This is an optimization exercise on Yosys and OpenROAD, whose aim is small area, not a production implementation. In this exercise RTL edits were held to simulation tests only and were not proved equivalent to the original. The clock input has no modelled driver; a real chip could not lean on it and would need a root buffer or a full tree.

==> module cmd_ctrl_top, before the edit <==
module cmd_ctrl_top #(
    parameter       p_clk_freq  = 50000000,
    parameter       p_baud_freq = 115200
) (
    input           i_clk,
    input           i_rst,
    output          o_tx,
    input           i_rx
);
localparam [8:0] L_TICK  = 9'b111010101;
localparam [8:0] L_START = 9'b010000010;
reg  [8:0] rxp;
reg  [3:0] rxs;
reg  [7:0] rxd;
wire       rx_idle = (rxs[3:1] == 3'b001);      
wire       rx_tick = (rxp == L_TICK);
wire       rx_done = (rxs == 4'd2);
wire       freeze;
always @(posedge i_clk) begin
    if (~i_rst | (i_rx & rx_idle))
        rxp <= L_START;
    else
        rxp <= {rxp[7:0], ~(rxp[8] ^ rxp[4] ^ rx_tick)};
end
always @(posedge i_clk) begin
    if (~i_rst)
        rxs <= 4'd3;
    else if (rx_tick | rx_done) case (rxs)
        4'd3:  rxs <= 4'd8;
        4'd8:  rxs <= 4'd9;
        4'd9:  rxs <= 4'd10;
        4'd10: rxs <= 4'd11;
        4'd11: rxs <= 4'd12;
        4'd12: rxs <= 4'd13;
        4'd13: rxs <= 4'd14;
        4'd14: rxs <= 4'd15;
        4'd15: rxs <= 4'd0;
        4'd0:  rxs <= 4'd1;
        4'd1:  rxs <= 4'd2;
        default: rxs <= 4'd3;
    endcase
end
always @(posedge i_clk) begin
    if (rx_tick & rxs[3] & ~freeze)
        rxd <= {i_rx, rxd[7:1]};
end
wire [3:0] lo = rxd[3:0];
wire       is_dig = (rxd[7:4] == 4'h3) & ~(lo[3] & (lo[2] | lo[1]));
wire       is_let = (rxd[7:4] == 4'h4) & ~lo[3] & (lo[2:0] != 3'b000) & (lo[2:0] != 3'b111);
wire [3:0] rx_hex = is_dig ? (lo[3] ? {1'b1, lo[0], lo[0], lo[0]} : lo) :
                    is_let ? {1'b1, lo[2:0]} : 4'b1110;
reg  [8:0] txp;
wire       tx_tick = (txp == L_TICK);
always @(posedge i_clk or negedge i_rst) begin
    if (~i_rst)
        txp <= L_START;
    else
        txp <= {txp[7:0], ~(txp[8] ^ txp[4] ^ tx_tick)};
end
localparam [2:0] I_C = 3'd0, I_CR = 3'd1, I_G = 3'd2, I_L = 3'd3,
                 I_LF = 3'd4, I_X = 3'd5, I_D2 = 3'd6, I_H = 3'd7;
localparam [3:0] P_REQ = 4'd4, P_OTHER = 4'd3;
localparam [6:0]
    S_CMD  = {I_C,  P_OTHER},
    S_D0   = {I_G,  P_OTHER},
    S_PROC = {I_L,  P_OTHER},
    S_R0   = {I_CR, P_OTHER},
    S_IDLE = {I_X,  P_OTHER},
    S_D2   = {I_D2, P_OTHER},
    S_D1   = {I_H,  P_OTHER};
reg  [6:0] st;
reg        ca;       
reg        cb;       
reg  [7:0] r_reg;
reg  [3:0] pb_hi;    
wire [2:0] idx = st[6:4];
wire [3:0] ph  = st[3:0];
wire [7:0] ch;
wire       par;
always @(posedge i_clk) begin
    if (~i_rst)
        st <= S_IDLE;
    else case (ph)
        4'd4:  st <= {idx, 4'd5};
        4'd5:  st <= {idx, 4'd6};
        4'd6:  if (tx_tick) st <= {idx, 4'd7};
        4'd7:  if (tx_tick) st <= {idx, 4'd8};
        4'd8:  if (tx_tick) st <= {idx, 4'd9};
        4'd9:  if (tx_tick) st <= {idx, 4'd10};
        4'd10: if (tx_tick) st <= {idx, 4'd11};
        4'd11: if (tx_tick) st <= {idx, 4'd12};
        4'd12: if (tx_tick) st <= {idx, 4'd13};
        4'd13: if (tx_tick) st <= {idx, 4'd14};
        4'd14: if (tx_tick) st <= {idx, 4'd15};
        4'd15: if (tx_tick) st <= {idx, 4'd0};
        4'd0:  if (tx_tick) st <= {idx, 4'd1};
        4'd1:  if (tx_tick) st <= {idx, 4'd2};
        4'd2:  case (idx)
            I_C:     st <= ca ? S_D2 : S_D0;
            I_G:     st <= S_PROC;
            I_L:     st <= {I_H, P_REQ};
            I_H:     st <= S_R0;
            I_CR:    st <= {I_LF, P_REQ};
            default: st <= S_IDLE;
        endcase
        default: case (idx)
            I_X:     if (rx_done) st <= S_CMD;
            I_C:     st <= (ca | cb) ? {I_C, P_REQ} : S_D0;
            I_D2:    if (rx_done) st <= S_D1;
            I_H:     if (rx_done) st <= S_D0;
            I_G:     st <= cb ? {I_G, P_REQ} : S_PROC;
            I_L:     st <= cb ? {I_L, P_REQ} : S_R0;
            I_CR:    st <= (ca | cb) ? {I_CR, P_REQ} : S_IDLE;
            default: st <= S_IDLE;
        endcase
    endcase
end
always @(posedge i_clk) begin
    if (st == S_IDLE) begin
        ca <= (rxd == 8'h70) | (rxd == 8'h77);
        cb <= (rxd == 8'h70) | (rxd == 8'h72);
    end
end
always @(posedge i_clk) begin
    if (~i_rst)
        r_reg <= 8'd0;
    else if (((st == S_D2) | (st == S_D1)) & rx_done & ~cb)
        r_reg <= {r_reg[3:0], rx_hex};
end
always @(posedge i_clk) begin
    if ((st == S_D2) & rx_done)
        pb_hi <= rx_hex;
end
wire ping = ca & cb;
assign freeze = ping & (idx[2:1] == 2'b01);
wire [3:0] dig = ~idx[2] ? (ping ? rx_hex : r_reg[3:0])
                         : (ping ? pb_hi  : r_reg[7:4]);
wire       dl  = dig[3] & (dig[2:0] != 3'b000) & (dig[2:0] != 3'b111);
wire       d9  = (dig == 4'b1111);
wire [7:0] dig_ch = {1'b0, dl, ~dl, ~dl, dig[3] & ~dl, dig[2] & ~d9, dig[1] & ~d9, dig[0]};
reg        dig_par;
always @(*) begin
    case (dig)
        4'b0000, 4'b0011, 4'b0101, 4'b0110, 4'b1111,
        4'b1001, 4'b1010, 4'b1100: dig_par = 1'b0;
        default:                   dig_par = 1'b1;
    endcase
end
wire       tx_dig = idx[1] & idx[0];                      
wire       c45    = ~(idx[0] | idx[2]);                    
assign ch  = tx_dig ? dig_ch
                    : {1'b0, 1'b0, c45, c45, 1'b1, idx[0] | idx[1], ~idx[0], idx[0] & ~idx[1]};
assign par = tx_dig ? dig_par : (idx[0] | idx[1]);
wire tx_out = ph[3]       ? ch[ph[2:0]] :
              (ph == 4'd7) ? 1'b0 :
              (ph == 4'd0) ? par :
                             1'b1;
wire waiting = (ph != 4'd3) & (ph != 4'd4) & (ph != 4'd5);
wire lb = ~(waiting | ((idx == I_L) & (ph != 4'd3)) | ((st == S_R0) & ~cb));
assign o_tx = (lb | ~i_rst) ? i_rx : tx_out;    
endmodule
export LEC_CHECK = 0
export CAP_MARGIN = 20
export CORE_MARGIN = 2
export CORE_UTILIZATION = 40
export SLEW_MARGIN = 20
create_clock -name core_clock -period 20.0 [get_ports {i_clk}]
standard.sh (not shown) runs the stock make flow with config.mk's settings and CLKGATE_MAP_FILE= SYNTH_SCRIPT=/design/flow/synth_recipe.tcl, a recipe that flattens the netlist after the stock synthesis.
==> flow/flow/run.sh <==
#!/bin/bash
# Standard layout, except that synthesis maps the logic with an area-oriented
# ABC script (flow/area.abc) in place of ORFS's speed script, and leaves
# half/full adders to ABC (no extract_fa pass). Registers, their names and
# cell types are those of the standard synthesis. The port buffers are buf_1,
# and the clock tree is three clkbuf_8 fed by the clock port (flow/cts_single.tcl).
set -euo pipefail
W=$(pwd)
sed -e "s#SYNTH_SCRIPT=[^ ]*#SYNTH_SCRIPT=$W/flow/synth_wrap.tcl#" \
    -e "s#CLKGATE_MAP_FILE= #CLKGATE_MAP_FILE= ADDER_MAP_FILE= #" standard.sh > run_standard.sh
grep -q "ADDER_MAP_FILE= " run_standard.sh
grep -q "synth_wrap.tcl" run_standard.sh
export PRE_CTS_TCL="$W/flow/cts_single.tcl"
export FLOW_CLOCK_NET=i_clk
export FLOW_CLOCK_GROUPS=3
export FLOW_CLOCK_BUF=sky130_fd_sc_hd__clkbuf_8
export BUFFER_PORTS_ARGS="-inputs -outputs -buffer_cell sky130_fd_sc_hd__buf_1"
export FLOW_ABC_SCRIPT="$W/flow/area.abc"
export FLOW_SYNTH_TCL="$W/synth_recipe.tcl"
bash run_standard.sh > "$W/make_flow.log" 2>&1
Other scripts of this flow, unchanged in this note and not shown: flow/flow/area.abc, flow/flow/cts_single.tcl, flow/flow/synth_wrap.tcl
Edit:
--- a/flow/design.v
+++ b/flow/design.v
@@ -78,5 +78,5 @@
 wire [7:0] ch;
 wire       par;
-always @(posedge i_clk) begin
+always @(posedge i_clk or negedge i_rst) begin
     if (~i_rst)
         st <= S_IDLE;
@@ -158,4 +158,4 @@
 wire waiting = (ph != 4'd3) & (ph != 4'd4) & (ph != 4'd5);
 wire lb = ~(waiting | ((idx == I_L) & (ph != 4'd3)) | ((st == S_R0) & ~cb));
-assign o_tx = (lb | ~i_rst) ? i_rx : tx_out;    
+assign o_tx = lb ? i_rx : tx_out;
 endmodule
The changed run passed the timing, design-rule and antenna checks.
Cell count decreases by 2.4%.
Worst hold slack degrades by 0.018 ns.
Cell area increases by 1.2%.
Synthesized area increases by 0.88%.
Wire length decreases by about 0.35%.
No run of this note takes its clock network from TritonCTS; it comes from the design's own scripts or RTL.

[separate check: timing with driven ports]
How much do the figures lean on ideal ports? The routed layouts below were timed once more, with nothing changed but the port constraints.
Step 1: set_driving_cell puts a clkbuf_16 on i_clk and a buf_2 on each other input, an assumption about the parent block.
Step 2 times the ports against the registers' clock, not the clock port: input delays grow and output delays shrink by t, the midpoint of the rising clock arrivals with the driver on.
Three values: no drivers, after step 1, after step 2; two values: the first two.
run	shift t [ns]	setup WS [ns]	worst slew at a driven data input, ns
the first run	0.198	10.865 / 10.837 / 10.837	0.03
the second run	0.198	11.067 / 11.046 / 11.046	0.03
After both steps setup and hold are still met in every run listed. The setup slack of the first run, which loses most, moves by -0.028 ns with the drivers and by -0.028 ns with both steps.
